From an optimization exercise on the open Yosys and OpenROAD flow, aimed at small area, a short achievable clock period and few clock cycles per item; shortcuts taken in it are not production practice. Where RTL was checked, it was by simulation tests only, not by an equivalence proof against the original. Power figures rest on the tool's default switching activity, not on a simulated workload.

==> lagoon: inputs <==
==> flow/design.v <==
module top_fsm(
        input clk,
        input rst_n,
        input        ram_in_we,
        input [4 :0] ram_in_addr_wr,
        input [7 :0] ram_in_data_wr,
        input [3 :0] ram_out_addr_rd,
        output [15:0] ram_out_data_rd,
        input opmode_in,
        output reg done_out
);
    reg [7:0]  ram_in  [0:31];
    reg [15:0] ram_out [0:15];
    reg        busy;
    always @(posedge clk) begin
        if (ram_in_we)
            ram_in[ram_in_addr_wr] <= ram_in_data_wr;
    end
    integer k;
    always @(posedge clk) begin
        if (opmode_in)
            for (k = 0; k < 16; k = k + 1)
                ram_out[k] <= {ram_in[2*k], ram_in[2*k+1]};
    end
    wire [3:0] rd_lo, rd_hi;
    rd_pre u_rd_lo (.a(ram_out_addr_rd[1:0]), .p(rd_lo));
    rd_pre u_rd_hi (.a(ram_out_addr_rd[3:2]), .p(rd_hi));
    wire [15:0] rd_sel_c [0:3];
    genvar c, w;
    generate
        for (c = 0; c < 4; c = c + 1) begin : rd_copy
            for (w = 0; w < 16; w = w + 1) begin : line
                rd_and2 u_and (.a(rd_lo[w%4]), .b(rd_hi[w/4]), .y(rd_sel_c[c][w]));
            end
        end
    endgenerate
    genvar b, g;
    generate
        for (b = 0; b < 16; b = b + 1) begin : rd_bit
            wire [1:0] half;
            for (g = 0; g < 2; g = g + 1) begin : oct
                rd_octn u_oct (.s(rd_sel_c[((b%8)/4)*2 + (b%2)][8*g+7:8*g]),
                               .d({ram_out[8*g+7][b], ram_out[8*g+6][b], ram_out[8*g+5][b], ram_out[8*g+4][b],
                                   ram_out[8*g+3][b], ram_out[8*g+2][b], ram_out[8*g+1][b], ram_out[8*g][b]}),
                               .y(half[g]));
            end
            rd_nand2 u_or (.a(half[0]), .b(half[1]), .y(ram_out_data_rd[b]));
        end
    endgenerate
    always @(posedge clk or negedge rst_n) begin
        if (!rst_n)
            busy <= 1'b0;
        else
            busy <= opmode_in;
    end
    always @(posedge clk or negedge rst_n) begin
        if (!rst_n)
            done_out <= 1'b0;
        else if (opmode_in)
            done_out <= 1'b0;
        else if (busy)
            done_out <= 1'b1;
    end
endmodule
module rd_pre(input [1:0] a, output [3:0] p);
    assign p = 4'b1 << a;
endmodule
module rd_and2(input a, input b, output y);
    assign y = a & b;
endmodule
module rd_octn(input [7:0] s, input [7:0] d, output y);
    assign y = ~|(s & d);
endmodule
module rd_nand2(input a, input b, output y);
    assign y = ~(a & b);
endmodule
==> flow/flow/run.sh <==
#!/bin/bash
# Standard layout (the standard.sh: standard synthesis, floorplan, power grid,
# placement, CTS, routing) with:
#  - the buffer flip-flops pre-placed in one block per output bit (place_flops.tcl,
#    released again after detailed placement by place_unfix.tcl),
#  - smaller port buffers, clkbuf_8 clock-tree leaf buffers and no dummy clock loads.
set -euo pipefail
HERE="$(cd "$(dirname "$0")" && pwd)"
export BUFFER_PORTS_ARGS="-buffer_cell sky130_fd_sc_hd__buf_1"
export CTS_ARGS="-sink_clustering_enable -repair_clock_nets -sink_clustering_size 20 -sink_clustering_max_diameter 60 -buf_list {sky130_fd_sc_hd__clkbuf_8 sky130_fd_sc_hd__clkbuf_16} -sink_clustering_buffer sky130_fd_sc_hd__clkbuf_8 -dont_use_dummy_load"
export PRE_GLOBAL_PLACE_SKIP_IO_TCL="$HERE/place_flops.tcl"
export POST_DETAIL_PLACE_TCL="$HERE/place_unfix.tcl"
bash standard.sh > standard_flow.log 2>&1
==> flow/flow/place_flops.tcl <==
# Runs before the first global placement (PRE_GLOBAL_PLACE_SKIP_IO_TCL).
# Places the 512 buffer flip-flops in 16 blocks, one per output bit: block b holds
# RAM_OUT[k][b] and the RAM_IN bit that feeds it, for k = 0..15, so that each
# bit's read tree is local. Blocks of bits j and j+8 (which share ram_in_data_wr[j])
# sit side by side on a 4 x 4 grid. The flip-flops are marked FIRM so that global
# placement puts the rest of the logic around them; place_unfix.tcl releases them.
set block [ord::get_db_block]
set core [$block getCoreArea]
set X0 [$core xMin]; set Y0 [$core yMin]; set X1 [$core xMax]; set Y1 [$core yMax]
set cw [expr {($X1 - $X0) / 4}]
set ch [expr {($Y1 - $Y0) / 4}]

# occupied x intervals per row y (tap cells and fixed cells)
array set occ {}
foreach inst [$block getInsts] {
  if { [$inst isFixed] } {
    set bb [$inst getBBox]
    lappend occ([$bb yMin]) [list [$bb xMin] [$bb xMax]]
  }
}
set rows {}
foreach row [$block getRows] {
  set bb [$row getBBox]
  lappend rows [list [$bb yMin] [$bb xMin] [$bb xMax] [$row getOrient] [[$row getSite] getWidth]]
}
set rows [lsort -integer -index 0 $rows]

# flip-flops of each block, in word order (RAM_IN bit, then the RAM_OUT bit it feeds)
array set grp {}
foreach inst [$block getInsts] {
  set n [$inst getName]
  if { [regexp {^ram_in\\?\[(\d+)\\?\]\\?\[(\d+)\\?\]} $n -> i j] } {
    set b [expr {($i % 2) == 0 ? $j + 8 : $j}]
    set k [expr {$i / 2}]
    lappend grp($b) [list [expr {2 * $k}] $inst]
  } elseif { [regexp {^ram_out\\?\[(\d+)\\?\]\\?\[(\d+)\\?\]} $n -> k b] } {
    lappend grp($b) [list [expr {2 * $k + 1}] $inst]
  }
}

proc overlaps { list a b } {
  foreach iv $list {
    if { $a < [lindex $iv 1] && [lindex $iv 0] < $b } { return 1 }
  }
  return 0
}

set placed 0
for {set j 0} {$j < 8} {incr j} {
  foreach b [list $j [expr {$j + 8}]] {
    set r [expr {$j / 2}]
    set c [expr {2 * ($j % 2) + ($b >= 8 ? 1 : 0)}]
    set gx0 [expr {$X0 + $c * $cw}]; set gx1 [expr {$gx0 + $cw}]
    set gy0 [expr {$Y0 + $r * $ch}]; set gy1 [expr {$gy0 + $ch}]
    set flops [lsort -integer -index 0 $grp($b)]
    set idx 0
    foreach row $rows {
      lassign $row y rx0 rx1 orient sw
      if { $y < $gy0 || $y >= $gy1 } { continue }
      if { ![info exists occ($y)] } { set occ($y) {} }
      # start at a site-aligned x inside the block
      set x [expr {$rx0 + (($gx0 - $rx0 + $sw - 1) / $sw) * $sw}]
      while { $idx < [llength $flops] } {
        set inst [lindex [lindex $flops $idx] 1]
        set w [[$inst getMaster] getWidth]
        if { $x + $w > $gx1 || $x + $w > $rx1 } { break }
        if { [overlaps $occ($y) $x [expr {$x + $w}]] } {
          set x [expr {$x + $sw}]
          continue
        }
        $inst setOrient $orient
        $inst setLocation $x $y
        $inst setPlacementStatus FIRM
        lappend occ($y) [list $x [expr {$x + $w}]]
        set x [expr {$x + $w}]
        incr idx
        incr placed
      }
      if { $idx >= [llength $flops] } { break }
    }
    if { $idx < [llength $flops] } {
      puts "place_flops: block $b has room for only $idx of [llength $flops] flip-flops"
    }
  }
}
puts "place_flops: placed $placed flip-flops"
==> flow/flow/place_unfix.tcl <==
# Runs after detailed placement (POST_DETAIL_PLACE_TCL): releases the flip-flops
# that place_flops.tcl fixed, so later steps may nudge them like any other cell.
set n 0
foreach inst [[ord::get_db_block] getInsts] {
  if { [$inst getPlacementStatus] eq "FIRM" } {
    $inst setPlacementStatus PLACED
    incr n
  }
}
puts "place_unfix: released $n cells"
==> flow/standard.sh <==
#!/bin/bash
# synth_recipe.tcl (not shown) runs the flow's synth.tcl, then flattens the netlist and writes it again
# the make line also repeats each setting of config.mk as NAME=value (left out here)
make -C /OpenROAD-flow-scripts/flow DESIGN_CONFIG=/design/flow/config.mk WORK_HOME=/design/flow/orfs CLKGATE_MAP_FILE= SYNTH_SCRIPT=/design/flow/synth_recipe.tcl "${@:-finish}"
==> flow/config.mk <==
export PLATFORM = sky130hd
export DESIGN_NAME = top_fsm
export DESIGN_NICKNAME = top_fsm
export VERILOG_FILES = /design/flow/design.v
export SDC_FILE = /design/flow/constraint.sdc
export NUM_CORES = 4
export LEC_CHECK = 0
export CAP_MARGIN = 20
export CORE_MARGIN = 2
export CORE_UTILIZATION = 65
export CTS_CLUSTER_DIAMETER = 100
export CTS_CLUSTER_SIZE = 30
export SETUP_SLACK_MARGIN = 1.8
export SLEW_MARGIN = 20
export SYNTH_HIERARCHICAL = 1
export SYNTH_MINIMUM_KEEP_SIZE = 0
==> flow/constraint.sdc <==
create_clock -name core_clock -period 4.5 [get_ports {clk}]
set_input_delay 0.9000 -clock core_clock [delete_from_list [all_inputs] [get_ports {clk}]]
set_output_delay 0.9000 -clock core_clock [all_outputs]
set_load 0.01 [all_outputs]
==> fjord: changes against lagoon <==
==> flow/design.v, changed modules only <==
module top_fsm(
        input clk,
        input rst_n,
        input        ram_in_we,
        input [4 :0] ram_in_addr_wr,
        input [7 :0] ram_in_data_wr,
        input [3 :0] ram_out_addr_rd,
        output [15:0] ram_out_data_rd,
        input opmode_in,
        output reg done_out
);
    reg [7:0]  ram_in  [0:31];
    reg [15:0] ram_out [0:15];
    reg        busy;
    always @(posedge clk) begin
        if (ram_in_we)
            ram_in[ram_in_addr_wr] <= ram_in_data_wr;
    end
    integer k;
    always @(posedge clk) begin
        if (opmode_in)
            for (k = 0; k < 16; k = k + 1)
                ram_out[k] <= {ram_in[2*k], ram_in[2*k+1]};
    end
    wire [3:0] rd_lo, rd_hi;
    rd_pre u_rd_lo (.a(ram_out_addr_rd[1:0]), .p(rd_lo));
    rd_pre u_rd_hi (.a(ram_out_addr_rd[3:2]), .p(rd_hi));
    wire [15:0] rd_sel_c [0:1];
    genvar c, w;
    generate
        for (c = 0; c < 2; c = c + 1) begin : rd_copy
            for (w = 0; w < 16; w = w + 1) begin : line
                rd_and2 u_and (.a(rd_lo[w%4]), .b(rd_hi[w/4]), .y(rd_sel_c[c][w]));
            end
        end
    endgenerate
    genvar b, g;
    generate
        for (b = 0; b < 16; b = b + 1) begin : rd_bit
            wire [1:0] half;
            for (g = 0; g < 2; g = g + 1) begin : oct
                rd_octn u_oct (.s(rd_sel_c[b/8][8*g+7:8*g]),
                              .d({ram_out[8*g+7][b], ram_out[8*g+6][b], ram_out[8*g+5][b], ram_out[8*g+4][b],
                                  ram_out[8*g+3][b], ram_out[8*g+2][b], ram_out[8*g+1][b], ram_out[8*g][b]}),
                              .y(half[g]));
            end
            rd_nand2 u_or (.a(half[0]), .b(half[1]), .y(ram_out_data_rd[b]));
        end
    endgenerate
    always @(posedge clk or negedge rst_n) begin
        if (!rst_n)
            busy <= 1'b0;
        else
            busy <= opmode_in;
    end
    always @(posedge clk or negedge rst_n) begin
        if (!rst_n)
            done_out <= 1'b0;
        else if (opmode_in)
            done_out <= 1'b0;
        else if (busy)
            done_out <= 1'b1;
    end
endmodule
module rd_ao22n(input a, input b, input c, input d, output y);
    assign y = ~((a & b) | (c & d));
endmodule
module rd_nand4(input a, input b, input c, input d, output y);
    assign y = ~(a & b & c & d);
endmodule
==> flow/run.sh (new file) <==
#!/bin/bash
# synth_recipe.tcl (not shown) runs the flow's synth.tcl, then flattens the netlist and writes it again
# the make line also repeats each setting of config.mk as NAME=value (left out here)
make -C /OpenROAD-flow-scripts/flow DESIGN_CONFIG=/design/flow/config.mk WORK_HOME=/design/flow/orfs CLKGATE_MAP_FILE= SYNTH_SCRIPT=/design/flow/synth_recipe.tcl finish
- SETUP_SLACK_MARGIN: 1.8 -> 2.2
removed: flow/flow/run.sh
removed: flow/flow/place_flops.tcl
removed: flow/flow/place_unfix.tcl
removed: flow/standard.sh
==> delta: changes against lagoon <==
==> flow/design.v, changed modules only <==
module top_fsm(
        input clk,
        input rst_n,
        input        ram_in_we,
        input [4 :0] ram_in_addr_wr,
        input [7 :0] ram_in_data_wr,
        input [3 :0] ram_out_addr_rd,
        output [15:0] ram_out_data_rd,
        input opmode_in,
        output reg done_out
);
    reg [7:0]  ram_in  [0:31];
    reg [15:0] ram_out [0:15];
    reg        busy;
    always @(posedge clk) begin
        if (ram_in_we)
            ram_in[ram_in_addr_wr] <= ram_in_data_wr;
    end
    integer k;
    always @(posedge clk) begin
        if (opmode_in)
            for (k = 0; k < 16; k = k + 1)
                ram_out[k] <= {ram_in[2*k], ram_in[2*k+1]};
    end
    wire [3:0] rd_lo, rd_hi;
    rd_pre u_rd_lo (.a(ram_out_addr_rd[1:0]), .p(rd_lo));
    rd_pre u_rd_hi (.a(ram_out_addr_rd[3:2]), .p(rd_hi));
    wire [15:0] rd_sel_c [0:1];
    genvar c, w;
    generate
        for (c = 0; c < 2; c = c + 1) begin : rd_copy
            for (w = 0; w < 16; w = w + 1) begin : line
                rd_and2 u_and (.a(rd_lo[w%4]), .b(rd_hi[w/4]), .y(rd_sel_c[c][w]));
            end
        end
    endgenerate
    genvar b, g;
    generate
        for (b = 0; b < 16; b = b + 1) begin : rd_bit
            wire [1:0] half;
            for (g = 0; g < 2; g = g + 1) begin : oct
                rd_octn u_oct (.s(rd_sel_c[(b%8)/4][8*g+7:8*g]),
                               .d({ram_out[8*g+7][b], ram_out[8*g+6][b], ram_out[8*g+5][b], ram_out[8*g+4][b],
                                   ram_out[8*g+3][b], ram_out[8*g+2][b], ram_out[8*g+1][b], ram_out[8*g][b]}),
                               .y(half[g]));
            end
            rd_nand2 u_or (.a(half[0]), .b(half[1]), .y(ram_out_data_rd[b]));
        end
    endgenerate
    always @(posedge clk or negedge rst_n) begin
        if (!rst_n)
            busy <= 1'b0;
        else
            busy <= opmode_in;
    end
    always @(posedge clk or negedge rst_n) begin
        if (!rst_n)
            done_out <= 1'b0;
        else if (opmode_in)
            done_out <= 1'b0;
        else if (busy)
            done_out <= 1'b1;
    end
endmodule
==> summary of the runs <==
Between delta and lagoon, the lower worst hold slack is in delta (gap 0.0061 ns). Non-clock buffer count: lagoon is higher than fjord (3). In sequential power, fjord and delta hardly differ. Count of clock-buffer cells in the layout: fjord < delta < lagoon. Sequential share of layout area: delta > lagoon > fjord. Via count: lagoon > delta > fjord. Between lagoon and fjord, the lower critical path depth is in lagoon (gap 1). Design area: delta < lagoon < fjord. In delta the synthesized area is smaller than in lagoon, by 1.1%.
==> figures <==
item                                                                                  delta                   lagoon                    fjord
Post-synthesis compound-gate area fraction                                            5.57%                    5.50%                    5.57%
Routed wire length on met2                                                        18,400 um                19,900 um                15,400 um
Post-Synthesis Net Count                                                                803                      835                      803
Total Die Area                                                                   0.0279 mm2               0.0282 mm2               0.0279 mm2
Result of the run                                                   complete, no violations  complete, no violations  complete, no violations
Post-synthesis average cell area                                                   22.1 um2                 21.4 um2                 22.1 um2
Clk_buf instances                                                                        30                       31                       28
End-of-flow core utilization                                                          73.1%                    74.7%                    75.7%
DR iter-0 viols                                                                       1,279                    1,246                      834
Multi-In Gates                                                                          264                      300                      264
Max_slew headroom                                                                     29.5%                    30.0%                    41.5%
Setup crit end                                                           ram_out_data_rd[8]       ram_out_data_rd[3]       ram_out_data_rd[9]
Instance count after placement with tap cells included                                1,178                    1,218                    1,164
Clock Skew                                                                        0.0307 ns                0.0253 ns                0.0205 ns
First-pass GRT wire length                                                        56,800 um                57,800 um                47,900 um
Leak                                                                                5.89 nW                  6.16 nW                  6.14 nW
Register clock-pin slew on the reported worst setup and hold paths                  0.10 ns                  0.11 ns                  0.11 ns
FF-to-FF End                                                                 ram_out[4][10]                 done_out           ram_out[10][8]
Clock-cell share of area                                                              2.34%                    2.35%                    3.00%
Testbench counts of delta, summed over its fixed seeds: cycles 384, transfers 192.
No functional check of the RTL was part of lagoon and fjord.

-- re-timing with driven ports --
Ports are ideal in the flow. The routed layouts listed here were re-timed in OpenROAD. Step 1, drivers: a clkbuf_16 drives clk and a buf_2 each remaining input, both assumed. Step 2 adds t to the input delays and takes it off the output delays; t is the mean of the earliest and latest rising clock arrival at the registers after step 1. Input paths then give back, and output paths get back, about the clock's delay inside the block. Three values: ideal, step 1, step 2; two values: the first two.
run | t (ns) | setup WS [ns] | worst setup path after step 2 | slew at the worst register clock pin (ns)
lagoon | 0.570 | 1.439 / 1.363 / 1.242 | input to register | 0.11 / 0.11
fjord | 0.585 | 1.354 / 1.309 / 1.309 | input to output | 0.11 / 0.11
delta | 0.574 | 1.426 / 1.370 / 1.320 | input to register | 0.12 / 0.12
After both steps setup and hold are still met in every run listed. For lagoon, which loses most, drivers alone change the setup slack by -0.076 ns; drivers and shift together by -0.197 ns.
